What follows belongs to an exercise in optimizing a design on an open flow for small area and a short achievable clock period; a production flow would make more cautious choices.
RTL that was checked went through simulation tests only; none was proved equivalent to the original.
Function not checked in run 2: the RTL went through the layout flow alone.

## flow/design.v (module list and top-level ports; edited modules follow where they fit)
// module wallace_tree_multiplier: 1168 lines
// module mul_fa: 4 lines
// module mul_ha: 4 lines
module wallace_tree_multiplier (
    input  logic        clk,
    input  logic        reset,
    input  logic [31:0] multiplicand,
    input  logic [31:0] multiplier,
    output logic [63:0] product,
    output logic        overflow
);
  // ...
==> flow/flow/run.sh <==
#!/bin/bash
# Standard ORFS layout, with plain buf_1 cells as the port buffers (buffer_ports
# otherwise picks a delay-cell buffer for every port).
set -euo pipefail
export BUFFER_PORTS_ARGS="-buffer_cell sky130_fd_sc_hd__buf_1"
bash standard.sh > standard_flow.log 2>&1
==> flow/standard.sh <==
#!/bin/bash
# synth_recipe.tcl (not shown) runs the flow's synth.tcl, then flattens the netlist and writes it again
# the make line also repeats each setting of config.mk as NAME=value (left out here)
make -C /OpenROAD-flow-scripts/flow DESIGN_CONFIG=/design/flow/config.mk WORK_HOME=/design/flow/orfs CLKGATE_MAP_FILE= SYNTH_SCRIPT=/design/flow/synth_recipe.tcl "${@:-finish}"
==> flow/config.mk <==
export PLATFORM = sky130hd
export DESIGN_NAME = wallace_tree_multiplier
export DESIGN_NICKNAME = wallace_tree_multiplier
export VERILOG_FILES = /design/flow/design.v
export SDC_FILE = /design/flow/constraint.sdc
export NUM_CORES = 4
export LEC_CHECK = 0
export ABC_AREA = 1
export CAP_MARGIN = 20
export CORE_MARGIN = 2
export CORE_UTILIZATION = 40
export SETUP_SLACK_MARGIN = 5
export SLEW_MARGIN = 20
export SYNTH_HIERARCHICAL = 1
==> flow/constraint.sdc <==
create_clock -name core_clock -period 13.5 [get_ports {clk}]
set_input_delay 2.7000 -clock core_clock [delete_from_list [all_inputs] [get_ports {clk}]]
set_output_delay 2.7000 -clock core_clock [all_outputs]
set_load 0.01 [all_outputs]
==> out/qor.yml, run 1 <==
synth_top_family_by_area: "adder cells"
cts_resized: 152
synth_edf_count: 0
cts_sinks: 65
syn_inst: 2742
antenna_found_initial: 2
synth_area_um2: 24400
post-place-ws_ns: 3.71
root_buffer: "clkbuf_16"
multi_input_gates: 2200
setup_viol: 0
ant_nets: 0
die_h_um: 251
dp_hpwl_um: 59500
first_global_vias: 23300
drive_above_1_share: 0.133
async_reset_ff_frac: 1.00
hold_start: "product[62]"
post_dp_cell_area_um2: 25300
wl_per_cell_um: 27.1
status: "no timing/DRC/antenna violations"
nWellTaps: 782
portBuffers: 130
cp.depth: 25
period_needed_ns: 8.40
critPathMaxFanout: 23
nClkBuffers: 11
fin_area_um2: 27900
busiest_layer: "met2"
fmax_mhz: 119
fin_setup_tns_ns: 0
critPathLaunch: "multiplier[3]"
endpoint: "product[49]"
drt_pass1_iterations: 8
yosysMostFrequentCell: "xor2_1"
overflow: 0
hold_buffers: 0
final_util: 0.464
synth-xor-area-share: 0.192
seq_share: 0.0582
==> run 2, diff against run 1 <==
--- a/flow/design.v
+++ b/flow/design.v
@@ -20,17 +20,17 @@
     logic [32:0] pp8;
     logic [32:0] pp9;
     logic [32:0] pp10;
     logic [32:0] pp11;
     logic [32:0] pp12;
     logic [32:0] pp13;
     logic [32:0] pp14;
     logic [32:0] pp15;
-    logic s1, c2, s3, c4, s5, c6, s7, c8, s9, c10, s11, c12, s13, c14, s15, c16, s17, c18, s19, c20, s21, c22, s23, c24, s25, c26, s27, c28, s29, c30, s31, c32, s33, c34, s35, c36, s37, c38, s39, c40, s41, c42, s43, c44, s45, c46, s47, c48, s49, c50, s51, c52, s53, c54, s55, c56, s57, c58, s59, c60, s61, c62, s63, c64, s65, c66, s67, c68, s69, c70, s71, c72, s73, c74, s75, c76, s77, c78, s79, c80, s81, c82, s83, c84, s85, c86, s87, c88, s89, c90, s91, c92, s93, c94, s95, c96, s97, c98, s99, c100, s101, c102, s103, c104, s105, c106, s107, c108, s109, c110, s111, c112, s113, c114, s115, c116, s117, c118, s119, c120, s121, c122, s123, c124, s125, c126, s127, c128, s129, c130, s131, c132, s133, c134, s135, c136, s137, c138, s139, c140, s141, c142, s143, c144, s145, c146, s147, c148, s149, c150, s151, c152, s153, c154, s155, c156, s157, c158, s159, c160, s161, c162, s163, c164, s165, c166, s167, c168, s169, c170, s171, c172, s173, c174, s175, c176, s177, c178, s179, c180, s181, c182, s183, c184, s185, c186, s187, c188, s189, c190, s191, c192, s193, c194, s195, c196, s197, c198, s199, c200, s201, c202, s203, c204, s205, c206, s207, c208, s209, c210, s211, c212, s213, c214, s215, c216, s217, c218, s219, c220, s221, c222, s223, c224, s225, c226, s227, c228, s229, c230, s231, c232, s233, c234, s235, c236, s237, c238, s239, c240, s241, c242, s243, c244, s245, c246, s247, c248, s249, c250, s251, c252, s253, c254, s255, c256, s257, c258, s259, c260, s261, c262, s263, c264, s265, c266, s267, c268, s269, c270, s271, c272, s273, c274, s275, c276, s277, c278, s279, c280, s281, c282, s283, c284, s285, c286, s287, c288, s289, c290, s291, c292, s293, c294, s295, c296, s297, c298, s299, c300, s301, c302, s303, c304, s305, c306, s307, c308, s309, c310, s311, c312, s313, c314, s315, c316, s317, c318, s319, c320, s321, c322, s323, c324, s325, c326, s327, c328, s329, c330, s331, c332, s333, c334, s335, c336, s337, c338, s339, c340, s341, c342, s343, c344, s345, c346, s347, c348, s349, c350, s351, c352, s353, c354, s355, c356, s357, c358, s359, c360, s361, c362, s363, c364, s365, c366, s367, c368, s369, c370, s371, c372, s373, c374, s375, c376, s377, c378, s379, c380, s381, c382, s383, c384, s385, c386, s387, c388, s389, c390, s391, c392, s393, c394, s395, c396, s397, c398, s399, c400, s401, c402, s403, c404, s405, c406, s407, c408, s409, c410, s411, c412, s413, c414, s415, c416, s417, c418, s419, c420, s421, c422, s423, c424, s425, c426, s427, c428, s429, c430, s431, c432, s433, c434, s435, c436, s437, c438, s439, c440, s441, c442, s443, c444, s445, c446, s447, c448, s449, c450, s451, c452, s453, c454, s455, c456, s457, c458, s459, c460, s461, c462, s463, c464, s465, c466, s467, c468, s469, c470, s471, c472, s473, c474, s475, c476, s477, c478, s479, c480, s481, c482, s483, c484, s485, c486, s487, c488, s489, c490, s491, c492, s493, c494, s495, c496, s497, c498, s499, c500, s501, c502, s503, c504, s505, c506, s507, c508, s509, c510, s511, c512, s513, c514, s515, c516, s517, c518, s519, c520, s521, c522, s523, c524, s525, c526, s527, c528, s529, c530, s531, c532, s533, c534, s535, c536, s537, c538, s539, c540, s541, c542, s543, c544, s545, c546, s547, c548, s549, c550, s551, c552, s553, c554, s555, c556, s557, c558, s559, c560, s561, c562, s563, c564, s565, c566, s567, c568, s569, c570, s571, c572, s573, c574, s575, c576, s577, c578, s579, c580, s581, c582, s583, c584, s585, c586, s587, c588, s589, c590, s591, c592, s593, c594, s595, c596, s597, c598, s599, c600, s601, c602, s603, c604, s605, c606, s607, c608, s609, c610, s611, c612, s613, c614, s615, c616, s617, c618, s619, c620, s621, c622, s623, c624, s625, c626, s627, c628, s629, c630, s631, c632, s633, c634, s635, c636, s637, c638, s639, c640, s641, c642, s643, c644, s645, c646, s647, c648, s649, c650, s651, c652, s653, c654, s655, c656, s657, c658, s659, c660, s661, c662, s663, c664, s665, c666, s667, c668, s669, c670, s671, c672, s673, c674, s675, c676, s677, c678, s679, c680, s681, c682, s683, c684, s685, c686, s687, c688, s689, c690, s691, c692, s693, c694, s695, c696, s697, c698, s699, c700, s701, c702, s703, c704, s705, c706, s707, c708, s709, c710, s711, c712, s713, c714, s715, c716, s717, c718, s719, c720, s721, c722, s723, c724, s725, c726, s727, c728, s729, c730, s731, c732, s733, c734, s735, c736, s737, c738, s739, c740, s741, c742, s743, c744, s745, c746, s747, c748, s749, c750, s751, c752, s753, c754, s755, c756, s757, c758, s759, c760, s761, c762, s763, c764, s765, c766, s767, c768, s769, c770, s771, c772, s773, c774, s775, c776, s777, c778, s779, c780, s781, c782, s783, c784, s785, c786, s787, c788, s789, c790, s791, c792, s793, c794, s795, c796, s797, c798, s799, c800, s801, c802, s803, c804, s805, c806, s807, c808, s809, c810, s811, c812, s813, c814, s815, c816, s817, c818, s819, c820, s821, c822, s823, c824, s825, c826, s827, c828, s829, c830, s831, c832, s833, c834, s835, c836, s837, c838, s839, c840, s841, c842, s843, c844, s845, c846, s847, c848, s849, c850, s851, c852, s853, c854, s855, c856, s857, c858, s859, c860, s861, c862, s863, c864, s865, c866, s867, c868, s869, c870, s871, c872, s873, c874, s875, c876, s877, c878, s879, c880, s881, c882, s883, c884, s885, c886, s887, c888, s889, c890, s891, c892, s893, c894, s895, c896, s897, c898, s899, c900, s901, c902, s903, c904, s905, c906, s907, c908, s909, c910, s911, c912, s913, c914, s915, c916, s917, c918, s919, c920, s921, c922, s923, c924, s925, c926, s927, c928, s929, c930, s931, c932, s933, c934, s935, c936, s937, c938, s939, c940, s941, c942, s943, c944, s945, c946, s947, c948, s949, c950, s951, c952, s953, c954, s955, c956, s957, c958, s959, c960, s961, c962, g963, p964, g965, p966, g967, p968, g969, p970, g971, p972, g973, p974, g975, p976, g977, p978, g979, p980, g981, p982, g983, p984, g985, p986, g987, p988, g989, p990, g991, p992, g993, p994, g995, p996, g997, p998, g999, p1000, g1001, p1002, g1003, p1004, g1005, p1006, g1007, p1008, g1009, p1010, g1011, p1012, g1013, p1014, g1015, p1016, g1017, p1018, g1019, p1020, g1021, p1022, g1023, p1024, g1025, p1026, g1027, p1028, g1029, p1030, g1031, p1032, g1033, p1034, g1035, p1036, g1037, p1038, g1039, p1040, g1041, p1042, g1043, p1044, g1045, p1046, g1047, p1048, g1049, p1050, g1051, p1052, g1053, p1054, g1055, p1056, g1057, p1058, g1059, p1060, g1061, p1062, g1063, p1064, g1065, p1066, g1067, p1068, g1069, p1070, g1071, p1072, g1073, p1074, g1075, p1076, g1077, p1078, g1079, p1080, g1081, p1082, g1083, p1084, G1085, P1086, G1087, P1088, G1089, P1090, G1091, P1092, G1093, P1094, G1095, P1096, G1097, P1098, G1099, P1100, G1101, P1102, G1103, P1104, G1105, P1106, G1107, P1108, G1109, P1110, G1111, P1112, G1113, P1114, G1115, P1116, G1117, P1118, G1119, P1120, G1121, P1122, G1123, P1124, G1125, P1126, G1127, P1128, G1129, P1130, G1131, P1132, G1133, P1134, G1135, P1136, G1137, P1138, G1139, P1140, G1141, P1142, G1143, P1144, G1145, P1146, G1147, P1148, G1149, P1150, G1151, P1152, G1153, P1154, G1155, P1156, G1157, P1158, G1159, P1160, G1161, P1162, G1163, P1164, G1165, P1166, G1167, P1168, G1169, P1170, G1171, P1172, G1173, P1174, G1175, P1176, G1177, P1178, G1179, P1180, G1181, P1182, G1183, P1184, G1185, P1186, G1187, P1188, G1189, P1190, G1191, P1192, G1193, P1194, G1195, P1196, G1197, P1198, G1199, P1200, G1201, P1202, G1203, P1204, G1205, P1206, G1207, P1208, G1209, P1210, G1211, P1212, G1213, P1214, G1215, P1216, G1217, P1218, G1219, P1220, G1221, P1222, G1223, P1224, G1225, P1226, G1227, P1228, G1229, P1230, G1231, P1232, G1233, P1234, G1235, P1236, G1237, P1238, G1239, P1240, G1241, P1242, G1243, P1244, G1245, P1246, G1247, P1248, G1249, P1250, G1251, P1252, G1253, P1254, G1255, P1256, G1257, P1258, G1259, P1260, G1261, P1262, G1263, P1264, G1265, P1266, G1267, P1268, G1269, P1270, G1271, P1272, G1273, P1274, G1275, P1276, G1277, P1278, G1279, P1280, G1281, P1282, G1283, P1284, G1285, P1286, G1287, P1288, G1289, P1290, G1291, P1292, G1293, P1294, G1295, P1296, G1297, P1298, G1299, P1300, G1301, P1302, G1303, P1304, G1305, P1306, G1307, P1308, G1309, P1310, G1311, P1312, G1313, P1314, G1315, P1316, G1317, P1318, G1319, P1320, G1321, P1322, G1323, P1324, G1325, P1326, G1327, P1328, G1329, P1330, G1331, P1332, G1333, P1334, G1335, P1336, G1337, P1338, G1339, P1340, G1341, P1342, G1343, P1344, G1345, P1346, G1347, P1348, G1349, P1350, G1351, P1352, G1353, P1354, G1355, P1356, G1357, P1358, G1359, P1360, G1361, P1362, G1363, P1364, G1365, P1366, G1367, P1368, G1369, P1370, G1371, P1372, G1373, P1374, G1375, P1376, G1377, P1378, G1379, P1380, G1381, P1382, G1383, P1384, G1385, P1386, G1387, P1388, G1389, P1390, G1391, P1392, G1393, P1394, G1395, P1396, G1397, P1398, G1399, P1400, G1401, P1402, G1403, P1404, G1405, P1406, G1407, P1408, G1409, P1410, G1411, P1412, G1413, P1414, G1415, P1416, G1417, P1418, G1419, P1420, G1421, P1422, G1423, P1424, G1425, P1426, G1427, P1428, G1429, P1430, G1431, P1432, G1433, P1434, G1435, P1436, G1437, P1438, G1439, P1440, G1441, P1442, G1443, P1444, G1445, P1446, G1447, P1448, G1449, P1450, G1451, P1452, G1453, P1454, G1455, P1456, G1457, P1458, G1459, P1460, G1461, P1462, G1463, P1464, G1465, P1466, G1467, P1468;
+    logic s1, c2, s3, c4, s5, c6, s7, c8, s9, c10, s11, c12, s13, c14, s15, c16, s17, c18, s19, c20, s21, c22, s23, c24, s25, c26, s27, c28, s29, c30, s31, c32, s33, c34, s35, c36, s37, c38, s39, c40, s41, c42, s43, c44, s45, c46, s47, c48, s49, c50, s51, c52, s53, c54, s55, c56, s57, c58, s59, c60, s61, c62, s63, c64, s65, c66, s67, c68, s69, c70, s71, c72, s73, c74, s75, c76, s77, c78, s79, c80, s81, c82, s83, c84, s85, c86, s87, c88, s89, c90, s91, c92, s93, c94, s95, c96, s97, c98, s99, c100, s101, c102, s103, c104, s105, c106, s107, c108, s109, c110, s111, c112, s113, c114, s115, c116, s117, c118, s119, c120, s121, c122, s123, c124, s125, c126, s127, c128, s129, c130, s131, c132, s133, c134, s135, c136, s137, c138, s139, c140, s141, c142, s143, c144, s145, c146, s147, c148, s149, c150, s151, c152, s153, c154, s155, c156, s157, c158, s159, c160, s161, c162, s163, c164, s165, c166, s167, c168, s169, c170, s171, c172, s173, c174, s175, c176, s177, c178, s179, c180, s181, c182, s183, c184, s185, c186, s187, c188, s189, c190, s191, c192, s193, c194, s195, c196, s197, c198, s199, c200, s201, c202, s203, c204, s205, c206, s207, c208, s209, c210, s211, c212, s213, c214, s215, c216, s217, c218, s219, c220, s221, c222, s223, c224, s225, c226, s227, c228, s229, c230, s231, c232, s233, c234, s235, c236, s237, c238, s239, c240, s241, c242, s243, c244, s245, c246, s247, c248, s249, c250, s251, c252, s253, c254, s255, c256, s257, c258, s259, c260, s261, c262, s263, c264, s265, c266, s267, c268, s269, c270, s271, c272, s273, c274, s275, c276, s277, c278, s279, c280, s281, c282, s283, c284, s285, c286, s287, c288, s289, c290, s291, c292, s293, c294, s295, c296, s297, c298, s299, c300, s301, c302, s303, c304, s305, c306, s307, c308, s309, c310, s311, c312, s313, c314, s315, c316, s317, c318, s319, c320, s321, c322, s323, c324, s325, c326, s327, c328, s329, c330, s331, c332, s333, c334, s335, c336, s337, c338, s339, c340, s341, c342, s343, c344, s345, c346, s347, c348, s349, c350, s351, c352, s353, c354, s355, c356, s357, c358, s359, c360, s361, c362, s363, c364, s365, c366, s367, c368, s369, c370, s371, c372, s373, c374, s375, c376, s377, c378, s379, c380, s381, c382, s383, c384, s385, c386, s387, c388, s389, c390, s391, c392, s393, c394, s395, c396, s397, c398, s399, c400, s401, c402, s403, c404, s405, c406, s407, c408, s409, c410, s411, c412, s413, c414, s415, c416, s417, c418, s419, c420, s421, c422, s423, c424, s425, c426, s427, c428, s429, c430, s431, c432, s433, c434, s435, c436, s437, c438, s439, c440, s441, c442, s443, c444, s445, c446, s447, c448, s449, c450, s451, c452, s453, c454, s455, c456, s457, c458, s459, c460, s461, c462, s463, c464, s465, c466, s467, c468, s469, c470, s471, c472, s473, c474, s475, c476, s477, c478, s479, c480, s481, c482, s483, c484, s485, c486, s487, c488, s489, c490, s491, c492, s493, c494, s495, c496, s497, c498, s499, c500, s501, c502, s503, c504, s505, c506, s507, c508, s509, c510, s511, c512, s513, c514, s515, c516, s517, c518, s519, c520, s521, c522, s523, c524, s525, c526, s527, c528, s529, c530, s531, c532, s533, c534, s535, c536, s537, c538, s539, c540, s541, c542, s543, c544, s545, c546, s547, c548, s549, c550, s551, c552, s553, c554, s555, c556, s557, c558, s559, c560, s561, c562, s563, c564, s565, c566, s567, c568, s569, c570, s571, c572, s573, c574, s575, c576, s577, c578, s579, c580, s581, c582, s583, c584, s585, c586, s587, c588, s589, c590, s591, c592, s593, c594, s595, c596, s597, c598, s599, c600, s601, c602, s603, c604, s605, c606, s607, c608, s609, c610, s611, c612, s613, c614, s615, c616, s617, c618, s619, c620, s621, c622, s623, c624, s625, c626, s627, c628, s629, c630, s631, c632, s633, c634, s635, c636, s637, c638, s639, c640, s641, c642, s643, c644, s645, c646, s647, c648, s649, c650, s651, c652, s653, c654, s655, c656, s657, c658, s659, c660, s661, c662, s663, c664, s665, c666, s667, c668, s669, c670, s671, c672, s673, c674, s675, c676, s677, c678, s679, c680, s681, c682, s683, c684, s685, c686, s687, c688, s689, c690, s691, c692, s693, c694, s695, c696, s697, c698, s699, c700, s701, c702, s703, c704, s705, c706, s707, c708, s709, c710, s711, c712, s713, c714, s715, c716, s717, c718, s719, c720, s721, c722, s723, c724, s725, c726, s727, c728, s729, c730, s731, c732, s733, c734, s735, c736, s737, c738, s739, c740, s741, c742, s743, c744, s745, c746, s747, c748, s749, c750, s751, c752, s753, c754, s755, c756, s757, c758, s759, c760, s761, c762, s763, c764, s765, c766, s767, c768, s769, c770, s771, c772, s773, c774, s775, c776, s777, c778, s779, c780, s781, c782, s783, c784, s785, c786, s787, c788, s789, c790, s791, c792, s793, c794, s795, c796, s797, c798, s799, c800, s801, c802, s803, c804, s805, c806, s807, c808, s809, c810, s811, c812, s813, c814, s815, c816, s817, c818, s819, c820, s821, c822, s823, c824, s825, c826, s827, c828, s829, c830, s831, c832, s833, c834, s835, c836, s837, c838, s839, c840, s841, c842, s843, c844, s845, c846, s847, c848, s849, c850, s851, c852, s853, c854, s855, c856, s857, c858, s859, c860, s861, c862, s863, c864, s865, c866, s867, c868, s869, c870, s871, c872, s873, c874, s875, c876, s877, c878, s879, c880, s881, c882, s883, c884, s885, c886, s887, c888, s889, c890, s891, c892, s893, c894, s895, c896, s897, c898, s899, c900, s901, c902, s903, c904, s905, c906, s907, c908, s909, c910, s911, c912, s913, c914, s915, c916, s917, c918, s919, c920, s921, c922, s923, c924, s925, c926, s927, c928, s929, c930, s931, c932, s933, c934, s935, c936, s937, c938, s939, c940, s941, c942, s943, c944, s945, c946, s947, c948, s949, c950, s951, c952, s953, c954, s955, c956, s957, c958, s959, c960, s961, c962, g963, p964, g965, p966, g967, p968, g969, p970, g971, p972, g973, p974, g975, p976, g977, p978, g979, p980, g981, p982, g983, p984, g985, p986, g987, p988, g989, p990, g991, p992, g993, p994, g995, p996, g997, p998, g999, p1000, g1001, p1002, g1003, p1004, g1005, p1006, g1007, p1008, g1009, p1010, g1011, p1012, g1013, p1014, g1015, p1016, g1017, p1018, g1019, p1020, g1021, p1022, g1023, p1024, g1025, p1026, g1027, p1028, g1029, p1030, g1031, p1032, g1033, p1034, g1035, p1036, g1037, p1038, g1039, p1040, g1041, p1042, g1043, p1044, g1045, p1046, g1047, p1048, g1049, p1050, g1051, p1052, g1053, p1054, g1055, p1056, g1057, p1058, g1059, p1060, g1061, p1062, g1063, p1064, g1065, p1066, g1067, p1068, g1069, p1070, g1071, p1072, g1073, p1074, g1075, p1076, g1077, p1078, g1079, p1080, g1081, p1082, g1083, p1084, rc1085, rc1086, rc1087, rc1088, rc1089, rc1090, rc1091, g1092, G1093, P1094, G1095, P1096, G1097, P1098, G1099, P1100, G1101, P1102, G1103, P1104, G1105, P1106, G1107, P1108, G1109, P1110, G1111, P1112, G1113, P1114, G1115, P1116, G1117, P1118, G1119, P1120, G1121, P1122, G1123, P1124, G1125, P1126, G1127, P1128, G1129, P1130, G1131, P1132, G1133, P1134, G1135, P1136, G1137, P1138, G1139, P1140, G1141, P1142, G1143, P1144, G1145, P1146, G1147, P1148, G1149, P1150, G1151, P1152, G1153, P1154, G1155, P1156, G1157, P1158, G1159, P1160, G1161, P1162, G1163, P1164, G1165, P1166, G1167, P1168, G1169, P1170, G1171, P1172, G1173, P1174, G1175, P1176, G1177, P1178, G1179, P1180, G1181, P1182, G1183, P1184, G1185, P1186, G1187, P1188, G1189, P1190, G1191, P1192, G1193, P1194, G1195, P1196, G1197, P1198, G1199, P1200, G1201, P1202, G1203, P1204, G1205, P1206, G1207, P1208, G1209, P1210, G1211, P1212, G1213, P1214, G1215, P1216, G1217, P1218, G1219, P1220, G1221, P1222, G1223, P1224, G1225, P1226, G1227, P1228, G1229, P1230, G1231, P1232, G1233, P1234, G1235, P1236, G1237, P1238, G1239, P1240, G1241, P1242, G1243, P1244, G1245, P1246, G1247, P1248, G1249, P1250, G1251, P1252, G1253, P1254, G1255, P1256, G1257, P1258, G1259, P1260, G1261, P1262, G1263, P1264, G1265, P1266, G1267, P1268, G1269, P1270, G1271, P1272, G1273, P1274, G1275, P1276, G1277, P1278, G1279, P1280, G1281, P1282, G1283, P1284, G1285, P1286, G1287, P1288, G1289, P1290, G1291, P1292, G1293, P1294, G1295, P1296, G1297, P1298, G1299, P1300, G1301, P1302, G1303, P1304, G1305, P1306, G1307, P1308, G1309, P1310, G1311, P1312, G1313, P1314, G1315, P1316, G1317, P1318, G1319, P1320, G1321, P1322, G1323, P1324, G1325, P1326, G1327, P1328, G1329, P1330, G1331, P1332, G1333, P1334, G1335, P1336, G1337, P1338, G1339, P1340, G1341, P1342, G1343, P1344, G1345, P1346, G1347, P1348, G1349, P1350, G1351, P1352, G1353, P1354, G1355, P1356, G1357, P1358, G1359, P1360, G1361, P1362, G1363, P1364, G1365, P1366, G1367, P1368, G1369, P1370, G1371, P1372, G1373, P1374, G1375, P1376, G1377, P1378, G1379, P1380, G1381, P1382, G1383, P1384, G1385, P1386, G1387, P1388, G1389, P1390, G1391, P1392, G1393, P1394, G1395, P1396, G1397, P1398, G1399, P1400, G1401, P1402, G1403, P1404;
     logic [63:0] sum;
     assign one[0] = multiplier[0] ^ 1'b0;
     assign two[0] = (multiplier[1] & ~multiplier[0] & ~1'b0) | (~multiplier[1] & multiplier[0] & 1'b0);
     assign neg[0] = multiplier[1];
     assign one[1] = multiplier[2] ^ multiplier[1];
     assign two[1] = (multiplier[3] & ~multiplier[2] & ~multiplier[1]) | (~multiplier[3] & multiplier[2] & multiplier[1]);
     assign neg[1] = multiplier[3];
     assign one[2] = multiplier[4] ^ multiplier[3];
@@ -703,25 +703,25 @@
     assign g1077 = c950 & s953;
     assign p1078 = c950 ^ s953;
     assign g1079 = s957 & c954;
     assign p1080 = s957 ^ c954;
     assign g1081 = c958 & s959;
     assign p1082 = c958 ^ s959;
     assign g1083 = ~pp15[32] & c962;
     assign p1084 = ~pp15[32] ^ c962;
-    assign G1085 = 1'b0 | (pp0[1] & g963);
-    assign P1086 = pp0[1] & p964;
-    assign G1087 = g967 | (p968 & g965);
-    assign P1088 = p968 & p966;
-    assign G1089 = g971 | (p972 & g969);
-    assign P1090 = p972 & p970;
-    assign G1091 = g975 | (p976 & g973);
-    assign P1092 = p976 & p974;
-    assign G1093 = g979 | (p980 & g977);
+    assign rc1085 = 1'b0 | (pp0[1] & g963);
+    assign rc1086 = g965 | (p966 & rc1085);
+    assign rc1087 = g967 | (p968 & rc1086);
+    assign rc1088 = g969 | (p970 & rc1087);
+    assign rc1089 = g971 | (p972 & rc1088);
+    assign rc1090 = g973 | (p974 & rc1089);
+    assign rc1091 = g975 | (p976 & rc1090);
+    assign g1092 = g977 | (p978 & rc1091);
+    assign G1093 = g979 | (p980 & g1092);
     assign P1094 = p980 & p978;
     assign G1095 = g983 | (p984 & g981);
     assign P1096 = p984 & p982;
     assign G1097 = g987 | (p988 & g985);
     assign P1098 = p988 & p986;
     assign G1099 = g991 | (p992 & g989);
     assign P1100 = p992 & p990;
     assign G1101 = g995 | (p996 & g993);
@@ -767,400 +767,336 @@
     assign G1141 = g1075 | (p1076 & g1073);
     assign P1142 = p1076 & p1074;
     assign G1143 = g1079 | (p1080 & g1077);
     assign P1144 = p1080 & p1078;
     assign G1145 = 1'b0 | (s961 & g1081);
     assign P1146 = s961 & p1082;
     assign G1147 = 1'b0 | (1'b1 & g1083);
     assign P1148 = 1'b1 & p1084;
-    assign G1149 = g965 | (p966 & G1085);
-    assign P1150 = p966 & P1086;
-    assign G1151 = G1087 | (P1088 & G1085);
-    assign P1152 = P1088 & P1086;
-    assign G1153 = g973 | (p974 & G1089);
-    assign P1154 = p974 & P1090;
-    assign G1155 = G1091 | (P1092 & G1089);
-    assign P1156 = P1092 & P1090;
-    assign G1157 = g981 | (p982 & G1093);
-    assign P1158 = p982 & P1094;
-    assign G1159 = G1095 | (P1096 & G1093);
-    assign P1160 = P1096 & P1094;
-    assign G1161 = g989 | (p990 & G1097);
-    assign P1162 = p990 & P1098;
-    assign G1163 = G1099 | (P1100 & G1097);
-    assign P1164 = P1100 & P1098;
-    assign G1165 = g997 | (p998 & G1101);
-    assign P1166 = p998 & P1102;
-    assign G1167 = G1103 | (P1104 & G1101);
-    assign P1168 = P1104 & P1102;
-    assign G1169 = g1005 | (p1006 & G1105);
-    assign P1170 = p1006 & P1106;
-    assign G1171 = G1107 | (P1108 & G1105);
-    assign P1172 = P1108 & P1106;
-    assign G1173 = g1013 | (p1014 & G1109);
-    assign P1174 = p1014 & P1110;
-    assign G1175 = G1111 | (P1112 & G1109);
-    assign P1176 = P1112 & P1110;
-    assign G1177 = g1021 | (p1022 & G1113);
-    assign P1178 = p1022 & P1114;
-    assign G1179 = G1115 | (P1116 & G1113);
-    assign P1180 = P1116 & P1114;
-    assign G1181 = g1029 | (p1030 & G1117);
-    assign P1182 = p1030 & P1118;
-    assign G1183 = G1119 | (P1120 & G1117);
-    assign P1184 = P1120 & P1118;
-    assign G1185 = g1037 | (p1038 & G1121);
-    assign P1186 = p1038 & P1122;
-    assign G1187 = G1123 | (P1124 & G1121);
-    assign P1188 = P1124 & P1122;
-    assign G1189 = g1045 | (p1046 & G1125);
-    assign P1190 = p1046 & P1126;
-    assign G1191 = G1127 | (P1128 & G1125);
-    assign P1192 = P1128 & P1126;
-    assign G1193 = g1053 | (p1054 & G1129);
-    assign P1194 = p1054 & P1130;
-    assign G1195 = G1131 | (P1132 & G1129);
-    assign P1196 = P1132 & P1130;
-    assign G1197 = g1061 | (p1062 & G1133);
-    assign P1198 = p1062 & P1134;
-    assign G1199 = G1135 | (P1136 & G1133);
-    assign P1200 = P1136 & P1134;
-    assign G1201 = g1069 | (p1070 & G1137);
-    assign P1202 = p1070 & P1138;
-    assign G1203 = G1139 | (P1140 & G1137);
-    assign P1204 = P1140 & P1138;
-    assign G1205 = g1077 | (p1078 & G1141);
-    assign P1206 = p1078 & P1142;
-    assign G1207 = G1143 | (P1144 & G1141);
-    assign P1208 = P1144 & P1142;
-    assign G1209 = g1083 | (p1084 & G1145);
-    assign P1210 = p1084 & P1146;
-    assign G1211 = G1147 | (P1148 & G1145);
-    assign P1212 = P1148 & P1146;
-    assign G1213 = g969 | (p970 & G1151);
-    assign P1214 = p970 & P1152;
-    assign G1215 = G1089 | (P1090 & G1151);
-    assign P1216 = P1090 & P1152;
-    assign G1217 = G1153 | (P1154 & G1151);
-    assign P1218 = P1154 & P1152;
-    assign G1219 = G1155 | (P1156 & G1151);
-    assign P1220 = P1156 & P1152;
-    assign G1221 = g985 | (p986 & G1159);
-    assign P1222 = p986 & P1160;
-    assign G1223 = G1097 | (P1098 & G1159);
-    assign P1224 = P1098 & P1160;
-    assign G1225 = G1161 | (P1162 & G1159);
-    assign P1226 = P1162 & P1160;
-    assign G1227 = G1163 | (P1164 & G1159);
-    assign P1228 = P1164 & P1160;
-    assign G1229 = g1001 | (p1002 & G1167);
-    assign P1230 = p1002 & P1168;
-    assign G1231 = G1105 | (P1106 & G1167);
-    assign P1232 = P1106 & P1168;
-    assign G1233 = G1169 | (P1170 & G1167);
-    assign P1234 = P1170 & P1168;
-    assign G1235 = G1171 | (P1172 & G1167);
-    assign P1236 = P1172 & P1168;
-    assign G1237 = g1017 | (p1018 & G1175);
-    assign P1238 = p1018 & P1176;
-    assign G1239 = G1113 | (P1114 & G1175);
-    assign P1240 = P1114 & P1176;
-    assign G1241 = G1177 | (P1178 & G1175);
-    assign P1242 = P1178 & P1176;
-    assign G1243 = G1179 | (P1180 & G1175);
-    assign P1244 = P1180 & P1176;
-    assign G1245 = g1033 | (p1034 & G1183);
-    assign P1246 = p1034 & P1184;
-    assign G1247 = G1121 | (P1122 & G1183);
-    assign P1248 = P1122 & P1184;
-    assign G1249 = G1185 | (P1186 & G1183);
-    assign P1250 = P1186 & P1184;
-    assign G1251 = G1187 | (P1188 & G1183);
-    assign P1252 = P1188 & P1184;
-    assign G1253 = g1049 | (p1050 & G1191);
-    assign P1254 = p1050 & P1192;
-    assign G1255 = G1129 | (P1130 & G1191);
-    assign P1256 = P1130 & P1192;
-    assign G1257 = G1193 | (P1194 & G1191);
-    assign P1258 = P1194 & P1192;
-    assign G1259 = G1195 | (P1196 & G1191);
-    assign P1260 = P1196 & P1192;
-    assign G1261 = g1065 | (p1066 & G1199);
-    assign P1262 = p1066 & P1200;
-    assign G1263 = G1137 | (P1138 & G1199);
-    assign P1264 = P1138 & P1200;
-    assign G1265 = G1201 | (P1202 & G1199);
-    assign P1266 = P1202 & P1200;
-    assign G1267 = G1203 | (P1204 & G1199);
-    assign P1268 = P1204 & P1200;
-    assign G1269 = g1081 | (p1082 & G1207);
-    assign P1270 = p1082 & P1208;
-    assign G1271 = G1145 | (P1146 & G1207);
-    assign P1272 = P1146 & P1208;
-    assign G1273 = G1209 | (P1210 & G1207);
-    assign P1274 = P1210 & P1208;
-    assign G1275 = G1211 | (P1212 & G1207);
-    assign P1276 = P1212 & P1208;
-    assign G1277 = g977 | (p978 & G1219);
-    assign P1278 = p978 & P1220;
-    assign G1279 = G1093 | (P1094 & G1219);
-    assign P1280 = P1094 & P1220;
-    assign G1281 = G1157 | (P1158 & G1219);
-    assign P1282 = P1158 & P1220;
-    assign G1283 = G1159 | (P1160 & G1219);
-    assign P1284 = P1160 & P1220;
-    assign G1285 = G1221 | (P1222 & G1219);
-    assign P1286 = P1222 & P1220;
-    assign G1287 = G1223 | (P1224 & G1219);
-    assign P1288 = P1224 & P1220;
-    assign G1289 = G1225 | (P1226 & G1219);
-    assign P1290 = P1226 & P1220;
-    assign G1291 = G1227 | (P1228 & G1219);
-    assign P1292 = P1228 & P1220;
-    assign G1293 = g1009 | (p1010 & G1235);
-    assign P1294 = p1010 & P1236;
-    assign G1295 = G1109 | (P1110 & G1235);
-    assign P1296 = P1110 & P1236;
-    assign G1297 = G1173 | (P1174 & G1235);
-    assign P1298 = P1174 & P1236;
-    assign G1299 = G1175 | (P1176 & G1235);
-    assign P1300 = P1176 & P1236;
-    assign G1301 = G1237 | (P1238 & G1235);
-    assign P1302 = P1238 & P1236;
-    assign G1303 = G1239 | (P1240 & G1235);
-    assign P1304 = P1240 & P1236;
-    assign G1305 = G1241 | (P1242 & G1235);
-    assign P1306 = P1242 & P1236;
-    assign G1307 = G1243 | (P1244 & G1235);
-    assign P1308 = P1244 & P1236;
-    assign G1309 = g1041 | (p1042 & G1251);
-    assign P1310 = p1042 & P1252;
-    assign G1311 = G1125 | (P1126 & G1251);
-    assign P1312 = P1126 & P1252;
-    assign G1313 = G1189 | (P1190 & G1251);
-    assign P1314 = P1190 & P1252;
-    assign G1315 = G1191 | (P1192 & G1251);
-    assign P1316 = P1192 & P1252;
-    assign G1317 = G1253 | (P1254 & G1251);
-    assign P1318 = P1254 & P1252;
-    assign G1319 = G1255 | (P1256 & G1251);
-    assign P1320 = P1256 & P1252;
-    assign G1321 = G1257 | (P1258 & G1251);
-    assign P1322 = P1258 & P1252;
-    assign G1323 = G1259 | (P1260 & G1251);
-    assign P1324 = P1260 & P1252;
-    assign G1325 = g1073 | (p1074 & G1267);
-    assign P1326 = p1074 & P1268;
-    assign G1327 = G1141 | (P1142 & G1267);
-    assign P1328 = P1142 & P1268;
-    assign G1329 = G1205 | (P1206 & G1267);
-    assign P1330 = P1206 & P1268;
-    assign G1331 = G1207 | (P1208 & G1267);
-    assign P1332 = P1208 & P1268;
-    assign G1333 = G1269 | (P1270 & G1267);
-    assign P1334 = P1270 & P1268;
-    assign G1335 = G1271 | (P1272 & G1267);
-    assign P1336 = P1272 & P1268;
-    assign G1337 = G1273 | (P1274 & G1267);
-    assign P1338 = P1274 & P1268;
-    assign G1339 = G1275 | (P1276 & G1267);
-    assign P1340 = P1276 & P1268;
-    assign G1341 = g993 | (p994 & G1291);
-    assign P1342 = p994 & P1292;
-    assign G1343 = G1101 | (P1102 & G1291);
-    assign P1344 = P1102 & P1292;
-    assign G1345 = G1165 | (P1166 & G1291);
-    assign P1346 = P1166 & P1292;
-    assign G1347 = G1167 | (P1168 & G1291);
-    assign P1348 = P1168 & P1292;
-    assign G1349 = G1229 | (P1230 & G1291);
-    assign P1350 = P1230 & P1292;
-    assign G1351 = G1231 | (P1232 & G1291);
-    assign P1352 = P1232 & P1292;
-    assign G1353 = G1233 | (P1234 & G1291);
-    assign P1354 = P1234 & P1292;
-    assign G1355 = G1235 | (P1236 & G1291);
-    assign P1356 = P1236 & P1292;
-    assign G1357 = G1293 | (P1294 & G1291);
-    assign P1358 = P1294 & P1292;
-    assign G1359 = G1295 | (P1296 & G1291);
-    assign P1360 = P1296 & P1292;
-    assign G1361 = G1297 | (P1298 & G1291);
-    assign P1362 = P1298 & P1292;
-    assign G1363 = G1299 | (P1300 & G1291);
-    assign P1364 = P1300 & P1292;
-    assign G1365 = G1301 | (P1302 & G1291);
-    assign P1366 = P1302 & P1292;
-    assign G1367 = G1303 | (P1304 & G1291);
-    assign P1368 = P1304 & P1292;
-    assign G1369 = G1305 | (P1306 & G1291);
-    assign P1370 = P1306 & P1292;
-    assign G1371 = G1307 | (P1308 & G1291);
-    assign P1372 = P1308 & P1292;
-    assign G1373 = g1057 | (p1058 & G1323);
-    assign P1374 = p1058 & P1324;
-    assign G1375 = G1133 | (P1134 & G1323);
-    assign P1376 = P1134 & P1324;
-    assign G1377 = G1197 | (P1198 & G1323);
-    assign P1378 = P1198 & P1324;
-    assign G1379 = G1199 | (P1200 & G1323);
-    assign P1380 = P1200 & P1324;
-    assign G1381 = G1261 | (P1262 & G1323);
-    assign P1382 = P1262 & P1324;
-    assign G1383 = G1263 | (P1264 & G1323);
-    assign P1384 = P1264 & P1324;
-    assign G1385 = G1265 | (P1266 & G1323);
-    assign P1386 = P1266 & P1324;
-    assign G1387 = G1267 | (P1268 & G1323);
-    assign P1388 = P1268 & P1324;
-    assign G1389 = G1325 | (P1326 & G1323);
-    assign P1390 = P1326 & P1324;
-    assign G1391 = G1327 | (P1328 & G1323);
-    assign P1392 = P1328 & P1324;
-    assign G1393 = G1329 | (P1330 & G1323);
-    assign P1394 = P1330 & P1324;
-    assign G1395 = G1331 | (P1332 & G1323);
-    assign P1396 = P1332 & P1324;
-    assign G1397 = G1333 | (P1334 & G1323);
-    assign P1398 = P1334 & P1324;
-    assign G1399 = G1335 | (P1336 & G1323);
-    assign P1400 = P1336 & P1324;
-    assign G1401 = G1337 | (P1338 & G1323);
-    assign P1402 = P1338 & P1324;
-    assign G1403 = G1339 | (P1340 & G1323);
-    assign P1404 = P1340 & P1324;
-    assign G1405 = g1025 | (p1026 & G1371);
-    assign P1406 = p1026 & P1372;
-    assign G1407 = G1117 | (P1118 & G1371);
-    assign P1408 = P1118 & P1372;
-    assign G1409 = G1181 | (P1182 & G1371);
-    assign P1410 = P1182 & P1372;
-    assign G1411 = G1183 | (P1184 & G1371);
-    assign P1412 = P1184 & P1372;
-    assign G1413 = G1245 | (P1246 & G1371);
-    assign P1414 = P1246 & P1372;
-    assign G1415 = G1247 | (P1248 & G1371);
-    assign P1416 = P1248 & P1372;
-    assign G1417 = G1249 | (P1250 & G1371);
-    assign P1418 = P1250 & P1372;
-    assign G1419 = G1251 | (P1252 & G1371);
-    assign P1420 = P1252 & P1372;
-    assign G1421 = G1309 | (P1310 & G1371);
-    assign P1422 = P1310 & P1372;
-    assign G1423 = G1311 | (P1312 & G1371);
-    assign P1424 = P1312 & P1372;
-    assign G1425 = G1313 | (P1314 & G1371);
-    assign P1426 = P1314 & P1372;
-    assign G1427 = G1315 | (P1316 & G1371);
-    assign P1428 = P1316 & P1372;
-    assign G1429 = G1317 | (P1318 & G1371);
-    assign P1430 = P1318 & P1372;
-    assign G1431 = G1319 | (P1320 & G1371);
-    assign P1432 = P1320 & P1372;
-    assign G1433 = G1321 | (P1322 & G1371);
-    assign P1434 = P1322 & P1372;
-    assign G1435 = G1323 | (P1324 & G1371);
-    assign P1436 = P1324 & P1372;
-    assign G1437 = G1373 | (P1374 & G1371);
-    assign P1438 = P1374 & P1372;
-    assign G1439 = G1375 | (P1376 & G1371);
-    assign P1440 = P1376 & P1372;
-    assign G1441 = G1377 | (P1378 & G1371);
-    assign P1442 = P1378 & P1372;
-    assign G1443 = G1379 | (P1380 & G1371);
-    assign P1444 = P1380 & P1372;
-    assign G1445 = G1381 | (P1382 & G1371);
-    assign P1446 = P1382 & P1372;
-    assign G1447 = G1383 | (P1384 & G1371);
-    assign P1448 = P1384 & P1372;
-    assign G1449 = G1385 | (P1386 & G1371);
-    assign P1450 = P1386 & P1372;
-    assign G1451 = G1387 | (P1388 & G1371);
-    assign P1452 = P1388 & P1372;
-    assign G1453 = G1389 | (P1390 & G1371);
-    assign P1454 = P1390 & P1372;
-    assign G1455 = G1391 | (P1392 & G1371);
-    assign P1456 = P1392 & P1372;
-    assign G1457 = G1393 | (P1394 & G1371);
-    assign P1458 = P1394 & P1372;
-    assign G1459 = G1395 | (P1396 & G1371);
-    assign P1460 = P1396 & P1372;
-    assign G1461 = G1397 | (P1398 & G1371);
-    assign P1462 = P1398 & P1372;
-    assign G1463 = G1399 | (P1400 & G1371);
-    assign P1464 = P1400 & P1372;
-    assign G1465 = G1401 | (P1402 & G1371);
-    assign P1466 = P1402 & P1372;
-    assign G1467 = G1403 | (P1404 & G1371);
-    assign P1468 = P1404 & P1372;
+    assign G1149 = g981 | (p982 & G1093);
+    assign P1150 = p982 & P1094;
+    assign G1151 = G1095 | (P1096 & G1093);
+    assign P1152 = P1096 & P1094;
+    assign G1153 = g989 | (p990 & G1097);
+    assign P1154 = p990 & P1098;
+    assign G1155 = G1099 | (P1100 & G1097);
+    assign P1156 = P1100 & P1098;
+    assign G1157 = g997 | (p998 & G1101);
+    assign P1158 = p998 & P1102;
+    assign G1159 = G1103 | (P1104 & G1101);
+    assign P1160 = P1104 & P1102;
+    assign G1161 = g1005 | (p1006 & G1105);
+    assign P1162 = p1006 & P1106;
+    assign G1163 = G1107 | (P1108 & G1105);
+    assign P1164 = P1108 & P1106;
+    assign G1165 = g1013 | (p1014 & G1109);
+    assign P1166 = p1014 & P1110;
+    assign G1167 = G1111 | (P1112 & G1109);
+    assign P1168 = P1112 & P1110;
+    assign G1169 = g1021 | (p1022 & G1113);
+    assign P1170 = p1022 & P1114;
+    assign G1171 = G1115 | (P1116 & G1113);
+    assign P1172 = P1116 & P1114;
+    assign G1173 = g1029 | (p1030 & G1117);
+    assign P1174 = p1030 & P1118;
+    assign G1175 = G1119 | (P1120 & G1117);
+    assign P1176 = P1120 & P1118;
+    assign G1177 = g1037 | (p1038 & G1121);
+    assign P1178 = p1038 & P1122;
+    assign G1179 = G1123 | (P1124 & G1121);
+    assign P1180 = P1124 & P1122;
+    assign G1181 = g1045 | (p1046 & G1125);
+    assign P1182 = p1046 & P1126;
+    assign G1183 = G1127 | (P1128 & G1125);
+    assign P1184 = P1128 & P1126;
+    assign G1185 = g1053 | (p1054 & G1129);
+    assign P1186 = p1054 & P1130;
+    assign G1187 = G1131 | (P1132 & G1129);
+    assign P1188 = P1132 & P1130;
+    assign G1189 = g1061 | (p1062 & G1133);
+    assign P1190 = p1062 & P1134;
+    assign G1191 = G1135 | (P1136 & G1133);
+    assign P1192 = P1136 & P1134;
+    assign G1193 = g1069 | (p1070 & G1137);
+    assign P1194 = p1070 & P1138;
+    assign G1195 = G1139 | (P1140 & G1137);
+    assign P1196 = P1140 & P1138;
+    assign G1197 = g1077 | (p1078 & G1141);
+    assign P1198 = p1078 & P1142;
+    assign G1199 = G1143 | (P1144 & G1141);
+    assign P1200 = P1144 & P1142;
+    assign G1201 = g1083 | (p1084 & G1145);
+    assign P1202 = p1084 & P1146;
+    assign G1203 = G1147 | (P1148 & G1145);
+    assign P1204 = P1148 & P1146;
+    assign G1205 = g985 | (p986 & G1151);
+    assign P1206 = p986 & P1152;
+    assign G1207 = G1097 | (P1098 & G1151);
+    assign P1208 = P1098 & P1152;
+    assign G1209 = G1153 | (P1154 & G1151);
+    assign P1210 = P1154 & P1152;
+    assign G1211 = G1155 | (P1156 & G1151);
+    assign P1212 = P1156 & P1152;
+    assign G1213 = g1001 | (p1002 & G1159);
+    assign P1214 = p1002 & P1160;
+    assign G1215 = G1105 | (P1106 & G1159);
+    assign P1216 = P1106 & P1160;
+    assign G1217 = G1161 | (P1162 & G1159);
+    assign P1218 = P1162 & P1160;
+    assign G1219 = G1163 | (P1164 & G1159);
+    assign P1220 = P1164 & P1160;
+    assign G1221 = g1017 | (p1018 & G1167);
+    assign P1222 = p1018 & P1168;
+    assign G1223 = G1113 | (P1114 & G1167);
+    assign P1224 = P1114 & P1168;
+    assign G1225 = G1169 | (P1170 & G1167);
+    assign P1226 = P1170 & P1168;
+    assign G1227 = G1171 | (P1172 & G1167);
+    assign P1228 = P1172 & P1168;
+    assign G1229 = g1033 | (p1034 & G1175);
+    assign P1230 = p1034 & P1176;
+    assign G1231 = G1121 | (P1122 & G1175);
+    assign P1232 = P1122 & P1176;
+    assign G1233 = G1177 | (P1178 & G1175);
+    assign P1234 = P1178 & P1176;
+    assign G1235 = G1179 | (P1180 & G1175);
+    assign P1236 = P1180 & P1176;
+    assign G1237 = g1049 | (p1050 & G1183);
+    assign P1238 = p1050 & P1184;
+    assign G1239 = G1129 | (P1130 & G1183);
+    assign P1240 = P1130 & P1184;
+    assign G1241 = G1185 | (P1186 & G1183);
+    assign P1242 = P1186 & P1184;
+    assign G1243 = G1187 | (P1188 & G1183);
+    assign P1244 = P1188 & P1184;
+    assign G1245 = g1065 | (p1066 & G1191);
+    assign P1246 = p1066 & P1192;
+    assign G1247 = G1137 | (P1138 & G1191);
+    assign P1248 = P1138 & P1192;
+    assign G1249 = G1193 | (P1194 & G1191);
+    assign P1250 = P1194 & P1192;
+    assign G1251 = G1195 | (P1196 & G1191);
+    assign P1252 = P1196 & P1192;
+    assign G1253 = g1081 | (p1082 & G1199);
+    assign P1254 = p1082 & P1200;
+    assign G1255 = G1145 | (P1146 & G1199);
+    assign P1256 = P1146 & P1200;
+    assign G1257 = G1201 | (P1202 & G1199);
+    assign P1258 = P1202 & P1200;
+    assign G1259 = G1203 | (P1204 & G1199);
+    assign P1260 = P1204 & P1200;
+    assign G1261 = g993 | (p994 & G1211);
+    assign P1262 = p994 & P1212;
+    assign G1263 = G1101 | (P1102 & G1211);
+    assign P1264 = P1102 & P1212;
+    assign G1265 = G1157 | (P1158 & G1211);
+    assign P1266 = P1158 & P1212;
+    assign G1267 = G1159 | (P1160 & G1211);
+    assign P1268 = P1160 & P1212;
+    assign G1269 = G1213 | (P1214 & G1211);
+    assign P1270 = P1214 & P1212;
+    assign G1271 = G1215 | (P1216 & G1211);
+    assign P1272 = P1216 & P1212;
+    assign G1273 = G1217 | (P1218 & G1211);
+    assign P1274 = P1218 & P1212;
+    assign G1275 = G1219 | (P1220 & G1211);
+    assign P1276 = P1220 & P1212;
+    assign G1277 = g1025 | (p1026 & G1227);
+    assign P1278 = p1026 & P1228;
+    assign G1279 = G1117 | (P1118 & G1227);
+    assign P1280 = P1118 & P1228;
+    assign G1281 = G1173 | (P1174 & G1227);
+    assign P1282 = P1174 & P1228;
+    assign G1283 = G1175 | (P1176 & G1227);
+    assign P1284 = P1176 & P1228;
+    assign G1285 = G1229 | (P1230 & G1227);
+    assign P1286 = P1230 & P1228;
+    assign G1287 = G1231 | (P1232 & G1227);
+    assign P1288 = P1232 & P1228;
+    assign G1289 = G1233 | (P1234 & G1227);
+    assign P1290 = P1234 & P1228;
+    assign G1291 = G1235 | (P1236 & G1227);
+    assign P1292 = P1236 & P1228;
+    assign G1293 = g1057 | (p1058 & G1243);
+    assign P1294 = p1058 & P1244;
+    assign G1295 = G1133 | (P1134 & G1243);
+    assign P1296 = P1134 & P1244;
+    assign G1297 = G1189 | (P1190 & G1243);
+    assign P1298 = P1190 & P1244;
+    assign G1299 = G1191 | (P1192 & G1243);
+    assign P1300 = P1192 & P1244;
+    assign G1301 = G1245 | (P1246 & G1243);
+    assign P1302 = P1246 & P1244;
+    assign G1303 = G1247 | (P1248 & G1243);
+    assign P1304 = P1248 & P1244;
+    assign G1305 = G1249 | (P1250 & G1243);
+    assign P1306 = P1250 & P1244;
+    assign G1307 = G1251 | (P1252 & G1243);
+    assign P1308 = P1252 & P1244;
+    assign G1309 = g1009 | (p1010 & G1275);
+    assign P1310 = p1010 & P1276;
+    assign G1311 = G1109 | (P1110 & G1275);
+    assign P1312 = P1110 & P1276;
+    assign G1313 = G1165 | (P1166 & G1275);
+    assign P1314 = P1166 & P1276;
+    assign G1315 = G1167 | (P1168 & G1275);
+    assign P1316 = P1168 & P1276;
+    assign G1317 = G1221 | (P1222 & G1275);
+    assign P1318 = P1222 & P1276;
+    assign G1319 = G1223 | (P1224 & G1275);
+    assign P1320 = P1224 & P1276;
+    assign G1321 = G1225 | (P1226 & G1275);
+    assign P1322 = P1226 & P1276;
+    assign G1323 = G1227 | (P1228 & G1275);
+    assign P1324 = P1228 & P1276;
+    assign G1325 = G1277 | (P1278 & G1275);
+    assign P1326 = P1278 & P1276;
+    assign G1327 = G1279 | (P1280 & G1275);
+    assign P1328 = P1280 & P1276;
+    assign G1329 = G1281 | (P1282 & G1275);
+    assign P1330 = P1282 & P1276;
+    assign G1331 = G1283 | (P1284 & G1275);
+    assign P1332 = P1284 & P1276;
+    assign G1333 = G1285 | (P1286 & G1275);
+    assign P1334 = P1286 & P1276;
+    assign G1335 = G1287 | (P1288 & G1275);
+    assign P1336 = P1288 & P1276;
+    assign G1337 = G1289 | (P1290 & G1275);
+    assign P1338 = P1290 & P1276;
+    assign G1339 = G1291 | (P1292 & G1275);
+    assign P1340 = P1292 & P1276;
+    assign G1341 = g1073 | (p1074 & G1307);
+    assign P1342 = p1074 & P1308;
+    assign G1343 = G1141 | (P1142 & G1307);
+    assign P1344 = P1142 & P1308;
+    assign G1345 = G1197 | (P1198 & G1307);
+    assign P1346 = P1198 & P1308;
+    assign G1347 = G1199 | (P1200 & G1307);
+    assign P1348 = P1200 & P1308;
+    assign G1349 = G1253 | (P1254 & G1307);
+    assign P1350 = P1254 & P1308;
+    assign G1351 = G1255 | (P1256 & G1307);
+    assign P1352 = P1256 & P1308;
+    assign G1353 = G1257 | (P1258 & G1307);
+    assign P1354 = P1258 & P1308;
+    assign G1355 = G1259 | (P1260 & G1307);
+    assign P1356 = P1260 & P1308;
+    assign G1357 = g1041 | (p1042 & G1339);
+    assign P1358 = p1042 & P1340;
+    assign G1359 = G1125 | (P1126 & G1339);
+    assign P1360 = P1126 & P1340;
+    assign G1361 = G1181 | (P1182 & G1339);
+    assign P1362 = P1182 & P1340;
+    assign G1363 = G1183 | (P1184 & G1339);
+    assign P1364 = P1184 & P1340;
+    assign G1365 = G1237 | (P1238 & G1339);
+    assign P1366 = P1238 & P1340;
+    assign G1367 = G1239 | (P1240 & G1339);
+    assign P1368 = P1240 & P1340;
+    assign G1369 = G1241 | (P1242 & G1339);
+    assign P1370 = P1242 & P1340;
+    assign G1371 = G1243 | (P1244 & G1339);
+    assign P1372 = P1244 & P1340;
+    assign G1373 = G1293 | (P1294 & G1339);
+    assign P1374 = P1294 & P1340;
+    assign G1375 = G1295 | (P1296 & G1339);
+    assign P1376 = P1296 & P1340;
+    assign G1377 = G1297 | (P1298 & G1339);
+    assign P1378 = P1298 & P1340;
+    assign G1379 = G1299 | (P1300 & G1339);
+    assign P1380 = P1300 & P1340;
+    assign G1381 = G1301 | (P1302 & G1339);
+    assign P1382 = P1302 & P1340;
+    assign G1383 = G1303 | (P1304 & G1339);
+    assign P1384 = P1304 & P1340;
+    assign G1385 = G1305 | (P1306 & G1339);
+    assign P1386 = P1306 & P1340;
+    assign G1387 = G1307 | (P1308 & G1339);
+    assign P1388 = P1308 & P1340;
+    assign G1389 = G1341 | (P1342 & G1339);
+    assign P1390 = P1342 & P1340;
+    assign G1391 = G1343 | (P1344 & G1339);
+    assign P1392 = P1344 & P1340;
+    assign G1393 = G1345 | (P1346 & G1339);
+    assign P1394 = P1346 & P1340;
+    assign G1395 = G1347 | (P1348 & G1339);
+    assign P1396 = P1348 & P1340;
+    assign G1397 = G1349 | (P1350 & G1339);
+    assign P1398 = P1350 & P1340;
+    assign G1399 = G1351 | (P1352 & G1339);
+    assign P1400 = P1352 & P1340;
+    assign G1401 = G1353 | (P1354 & G1339);
+    assign P1402 = P1354 & P1340;
+    assign G1403 = G1355 | (P1356 & G1339);
+    assign P1404 = P1356 & P1340;
     assign sum[0] = p964;
     assign sum[1] = pp0[1] ^ g963;
-    assign sum[2] = p966 ^ G1085;
-    assign sum[3] = p968 ^ G1149;
-    assign sum[4] = p970 ^ G1151;
-    assign sum[5] = p972 ^ G1213;
-    assign sum[6] = p974 ^ G1215;
-    assign sum[7] = p976 ^ G1217;
-    assign sum[8] = p978 ^ G1219;
-    assign sum[9] = p980 ^ G1277;
-    assign sum[10] = p982 ^ G1279;
-    assign sum[11] = p984 ^ G1281;
-    assign sum[12] = p986 ^ G1283;
-    assign sum[13] = p988 ^ G1285;
-    assign sum[14] = p990 ^ G1287;
-    assign sum[15] = p992 ^ G1289;
-    assign sum[16] = p994 ^ G1291;
-    assign sum[17] = p996 ^ G1341;
-    assign sum[18] = p998 ^ G1343;
-    assign sum[19] = p1000 ^ G1345;
-    assign sum[20] = p1002 ^ G1347;
-    assign sum[21] = p1004 ^ G1349;
-    assign sum[22] = p1006 ^ G1351;
-    assign sum[23] = p1008 ^ G1353;
-    assign sum[24] = p1010 ^ G1355;
-    assign sum[25] = p1012 ^ G1357;
-    assign sum[26] = p1014 ^ G1359;
-    assign sum[27] = p1016 ^ G1361;
-    assign sum[28] = p1018 ^ G1363;
-    assign sum[29] = p1020 ^ G1365;
-    assign sum[30] = p1022 ^ G1367;
-    assign sum[31] = p1024 ^ G1369;
-    assign sum[32] = p1026 ^ G1371;
-    assign sum[33] = p1028 ^ G1405;
-    assign sum[34] = p1030 ^ G1407;
-    assign sum[35] = p1032 ^ G1409;
-    assign sum[36] = p1034 ^ G1411;
-    assign sum[37] = p1036 ^ G1413;
-    assign sum[38] = p1038 ^ G1415;
-    assign sum[39] = p1040 ^ G1417;
-    assign sum[40] = p1042 ^ G1419;
-    assign sum[41] = p1044 ^ G1421;
-    assign sum[42] = p1046 ^ G1423;
-    assign sum[43] = p1048 ^ G1425;
-    assign sum[44] = p1050 ^ G1427;
-    assign sum[45] = p1052 ^ G1429;
-    assign sum[46] = p1054 ^ G1431;
-    assign sum[47] = p1056 ^ G1433;
-    assign sum[48] = p1058 ^ G1435;
-    assign sum[49] = p1060 ^ G1437;
-    assign sum[50] = p1062 ^ G1439;
-    assign sum[51] = p1064 ^ G1441;
-    assign sum[52] = p1066 ^ G1443;
-    assign sum[53] = p1068 ^ G1445;
-    assign sum[54] = p1070 ^ G1447;
-    assign sum[55] = p1072 ^ G1449;
-    assign sum[56] = p1074 ^ G1451;
-    assign sum[57] = p1076 ^ G1453;
-    assign sum[58] = p1078 ^ G1455;
-    assign sum[59] = p1080 ^ G1457;
-    assign sum[60] = p1082 ^ G1459;
-    assign sum[61] = s961 ^ G1461;
-    assign sum[62] = p1084 ^ G1463;
-    assign sum[63] = 1'b1 ^ G1465;
+    assign sum[2] = p966 ^ rc1085;
+    assign sum[3] = p968 ^ rc1086;
+    assign sum[4] = p970 ^ rc1087;
+    assign sum[5] = p972 ^ rc1088;
+    assign sum[6] = p974 ^ rc1089;
+    assign sum[7] = p976 ^ rc1090;
+    assign sum[8] = p978 ^ rc1091;
+    assign sum[9] = p980 ^ g1092;
+    assign sum[10] = p982 ^ G1093;
+    assign sum[11] = p984 ^ G1149;
+    assign sum[12] = p986 ^ G1151;
+    assign sum[13] = p988 ^ G1205;
+    assign sum[14] = p990 ^ G1207;
+    assign sum[15] = p992 ^ G1209;
+    assign sum[16] = p994 ^ G1211;
+    assign sum[17] = p996 ^ G1261;
+    assign sum[18] = p998 ^ G1263;
+    assign sum[19] = p1000 ^ G1265;
+    assign sum[20] = p1002 ^ G1267;
+    assign sum[21] = p1004 ^ G1269;
+    assign sum[22] = p1006 ^ G1271;
+    assign sum[23] = p1008 ^ G1273;
+    assign sum[24] = p1010 ^ G1275;
+    assign sum[25] = p1012 ^ G1309;
+    assign sum[26] = p1014 ^ G1311;
+    assign sum[27] = p1016 ^ G1313;
+    assign sum[28] = p1018 ^ G1315;
+    assign sum[29] = p1020 ^ G1317;
+    assign sum[30] = p1022 ^ G1319;
+    assign sum[31] = p1024 ^ G1321;
+    assign sum[32] = p1026 ^ G1323;
+    assign sum[33] = p1028 ^ G1325;
+    assign sum[34] = p1030 ^ G1327;
+    assign sum[35] = p1032 ^ G1329;
+    assign sum[36] = p1034 ^ G1331;
+    assign sum[37] = p1036 ^ G1333;
+    assign sum[38] = p1038 ^ G1335;
+    assign sum[39] = p1040 ^ G1337;
+    assign sum[40] = p1042 ^ G1339;
+    assign sum[41] = p1044 ^ G1357;
+    assign sum[42] = p1046 ^ G1359;
+    assign sum[43] = p1048 ^ G1361;
+    assign sum[44] = p1050 ^ G1363;
+    assign sum[45] = p1052 ^ G1365;
+    assign sum[46] = p1054 ^ G1367;
+    assign sum[47] = p1056 ^ G1369;
+    assign sum[48] = p1058 ^ G1371;
+    assign sum[49] = p1060 ^ G1373;
+    assign sum[50] = p1062 ^ G1375;
+    assign sum[51] = p1064 ^ G1377;
+    assign sum[52] = p1066 ^ G1379;
+    assign sum[53] = p1068 ^ G1381;
+    assign sum[54] = p1070 ^ G1383;
+    assign sum[55] = p1072 ^ G1385;
+    assign sum[56] = p1074 ^ G1387;
+    assign sum[57] = p1076 ^ G1389;
+    assign sum[58] = p1078 ^ G1391;
+    assign sum[59] = p1080 ^ G1393;
+    assign sum[60] = p1082 ^ G1395;
+    assign sum[61] = s961 ^ G1397;
+    assign sum[62] = p1084 ^ G1399;
+    assign sum[63] = 1'b1 ^ G1401;
     always_ff @(posedge clk or posedge reset) begin
         if (reset) begin
             product <= '0;
             overflow <= 1'b0;
         end else begin
             product <= sum;
             overflow <= (product[63] != product[62]) && (|product[61:0]);
         end
==> flow/run.sh (new file) <==
#!/bin/bash
# synth_recipe.tcl (not shown) runs the flow's synth.tcl, then flattens the netlist and writes it again
# the make line also repeats each setting of config.mk as NAME=value (left out here)
make -C /OpenROAD-flow-scripts/flow DESIGN_CONFIG=/design/flow/config.mk WORK_HOME=/design/flow/orfs CLKGATE_MAP_FILE= SYNTH_SCRIPT=/design/flow/synth_recipe.tcl finish
removed: flow/flow/run.sh
removed: flow/standard.sh
==> run 2 against run 1 <==
- still clean on timing, DRC and antenna
- first-iteration DRC count is 7.8% lower
- setup slack worse by 0.020 ns
==> out/qor.yml, run 2 <==
status: "no timing/DRC/antenna violations"  # unchanged
antenna_cells: 0  # unchanged
timing.hold.ws_ns: 0.577  # was 0.675 ns
syn_inst: 2613  # was 2742
fin_area_um2: 29600  # was 27900 µm²
highest_layer: "met5"  # unchanged
ctsLongestPathBuffers: 2  # unchanged
final_nets: 3328  # was 3395
core_um2: 58800  # was 60200 µm²
r2r_slack_ns: 11.26  # was 11.01 ns
cts_sinks: 65  # unchanged
fmax_mhz: 119  # about the same
largest_register_ffs: 64  # unchanged
wl_per_cell_um: 28.6  # was 27.1 µm
maxCapViolCount: 0  # unchanged
initial_core_util: 0.403  # was 0.404
async_reset_ff_frac: 1.00  # unchanged
portBuffers: 130  # unchanged
mostFrequentLayoutCells: "xor2_1, o22ai_1, fa_1"  # unchanged
fp.dieW_um: 247  # was 251 µm
num_rows: 89  # was 90
cp-end-kind: "flip-flop"  # unchanged
synth_top_area_share: 0.367  # was 0.351
yosysMostFrequentCell: "xor2_1"  # unchanged
critPathMaxFanout: 7  # was 23
relSlewSlack: 0.210  # was 0.209
via_per_inst: 6.44  # was 6.38
synth_edf_count: 0  # unchanged
required_ns: 13.79  # was 13.78 ns
synthFlopType: "dfrtp_1"  # unchanged
ys_seq_area_frac: 0.0686  # was 0.0668
hold_depth: 2  # unchanged
timing.rr.end: "overflow"  # unchanged
hold_start: "product[63]"  # was product[62]
setup_viol: 0  # unchanged
synth_seq_cells: 65  # unchanged
wl_met3_um: 13200  # was 12200 µm
skew_ns: 0.0124  # was 0.0116 ns
hold_buffers: 0  # unchanged
layout_commonest_cell: "xor2_1"  # unchanged
cp-start-kind: "input pin"  # unchanged
synth_area_um2: 23700  # was 24400 µm²
arrival_ns: 8.70  # was 8.68 ns
path_clk_slew_ns: 0.06  # about the same
finalHoldViolations: 0  # unchanged
synthesis.nets: 3227  # was 3356
fin_setup_tns_ns: 0  # unchanged
met2WireLength_um: 43900  # was 42300 µm
synthTopCellsByCount: "xor2_1, o22ai_1, fa_1, nand2_1, inv_1"  # unchanged
via_count: 22500  # was 22800
drt_pass1_iterations: 8  # unchanged
period_share: 0.624  # was 0.622
root_buffer: "clkbuf_16"  # unchanged
grt_max_degree: 66  # unchanged
hp-class: "flip-flop to flip-flop"  # unchanged
wl_met1_um: 35900  # was 35700 µm
synth_top_area_cell: "fa_1"  # unchanged
syn_avg_cell_area_um2: 9.07  # was 8.89 µm²
synth.distinct_cells: 37  # was 43
syn2layout_area_growth_pct: 25.1  # was 14.7%
grt_pass1_wl_um: 145000  # was 141000 µm
cts_tree: "built"  # unchanged
cts_buffers: 9  # unchanged
whs_endpoint: "overflow"  # unchanged
slew_violations: 0  # unchanged
first_global_vias: 23200  # was 23300
drc: 0  # unchanged
top_register: "product"  # unchanged
clk-insertion-delay-late_ns: 0.39  # about the same
synthTopCellsByArea: "fa_1, xor2_1, o22ai_1"  # unchanged
r2r_cells: 4  # unchanged
post_dp_cell_area_um2: 25500  # was 25300 µm²
wl_um: 100000  # was 96600 µm
die_area_um2: 61200  # was 62900 µm²
drtIter0Drc: 2908  # was 3155
finalWeightedCongestion: 0.927  # was 0.933
drive_above_1_share: 0.200  # was 0.133
period_needed_ns: 8.42  # was 8.40 ns
path_class: "input pin to flip-flop"  # unchanged
grtUsageTotal: 0.320  # was 0.296
overflow: 0  # unchanged
ys_warn_count: 7  # unchanged
dp_hpwl_um: 59500  # about the same
rsz0062_at_grt: "yes"  # unchanged
ios: 131  # unchanged
die_h_um: 247  # was 251 µm
antenna_found_initial: 4  # was 2
ant_nets: 0  # unchanged
r2r_start: "product[17]"  # was product[21]
worst_slew_pin_slew_ns: 1.17  # was 1.18 ns
cts-htree-levels: 3  # unchanged
top_regs: "product x64, overflow x1"  # unchanged
==> run 2: critical path, cell delays in order <==
cell and delay [ns]:
buf_2 0.14, buf_12 0.15, clkinvlp_4 0.14, o21ai_4 0.20, buf_12 0.16, buf_12 0.15, buf_4 0.18, o22ai_1 0.09
xor2_1 0.19, fa_1 0.43, fa_1 0.52, fa_1 0.48, fa_1 0.50, fa_2 0.61, fa_2 0.50, ha_4 0.32
nand2_2 0.10, nor2_1 0.12, nand2_1 0.06, nand2_1 0.11, a21oi_4 0.05, nand2_4 0.07, buf_12 0.14, inv_1 0.06
fa_1 0.47, inv_1 0.04
==> run 2: through the flow <==
| step | std cells | setup WS (ns) | util |
|---|---|---|---|
| final | 3491 | 5.08 | 0.504 |
| after global routing | 3491 | 4.96 | 0.504 |
| after CTS | 3452 | 5.01 | 0.479 |
| after detailed placement | 3341 | 3.24 | 0.434 |
| after global placement | 3341 | 3.29 | 0.434 |
| after floorplan | 2613 | 5.09 | - |
==> run 2: repair_timing <==
action	CTS	global route
gates resized for setup	281	261
cloned	24	9
buffers inserted	72	30
endpoints found under the setup margin	45	28
pin swaps	38	79
==> run 2: worst max path at each step <==
stage                      from     endpoint  slack (ns)
6_report         multiplier[17]  product[40]        5.08
5_1_grt        multiplicand[26]  product[40]        4.96
4_1_cts        multiplicand[21]  product[41]        5.01
3_5_place_dp     multiplier[17]  product[41]        3.24
3_3_place_gp     multiplier[17]  product[40]        3.29
2_1_floorplan     multiplier[3]  product[41]        5.09
==> run 2: per-layer routing <==
layer,GRT usage,up-vias
met2,0.484,1870
met5,0,-
met3,0.102,511
met1,0.395,11100
li1,-,8991
met4,0.204,8
==> run 2: logic make-up after synthesis <==
family / Yosys count / synth area share
simple gates: 409 / 0.0727
fa+ha+maj: 548 / 0.427
compound gates: 603 / 0.156
buf+inv: 455 / 0.0785
flops: 65 / 0.0686
xor+xnor: 533 / 0.197
==> run 2: final cells by class <==
cell class                      instances  area, µm²
Fill cell                            5354      29100
Sequential cell                        65       1630
Timing Repair inverter                  2       15.0
Multi-Input combinational cell       2096      21600
Clock buffer                           12        246
Clock inverter                          3       65.1
Timing Repair Buffer                  344       4320
Tap cell                              773        967
Inverter                              196        782
==> run 2: Yosys stat by module (local to each module, per instance) <==
| module | times used | cells | cell area, µm² | flip-flops and latches |
|---|---|---|---|---|
| wallace_tree_multiplier | 1 | 2146 | 14700 | 65 |
| mul_ha | 45 | 1 | 12.5 | 0 |
| mul_fa | 422 | 1 | 20.0 | 0 |

==> static timing again, ports no longer ideal <==
How much do the figures lean on ideal ports? The routed layouts below were timed once more, with nothing changed but the port constraints. Step 1 assumes that a clkbuf_16 drives the clock port and a buf_2 every other input. Step 2 also shifts input and output timing later by t, the mid clock arrival at the registers, as if the neighbouring blocks saw the same clock. Three values: ideal, step 1, step 2; two values: the first two.
run	shift t [ns]	setup slack, ns	hold slack, ns	slew at the worst register clock pin (ns)
run 1	0.442	5.101 / 5.115 / 4.673	0.675 / 0.675 / 0.675	0.06 / 0.06
run 2	0.446	5.081 / 5.086 / 4.641	0.577 / 0.577 / 0.577	0.07 / 0.07
After both steps setup and hold are still met in every run listed. For run 2, which loses most, drivers alone change the setup slack by +0.005 ns; drivers and shift together by -0.440 ns.
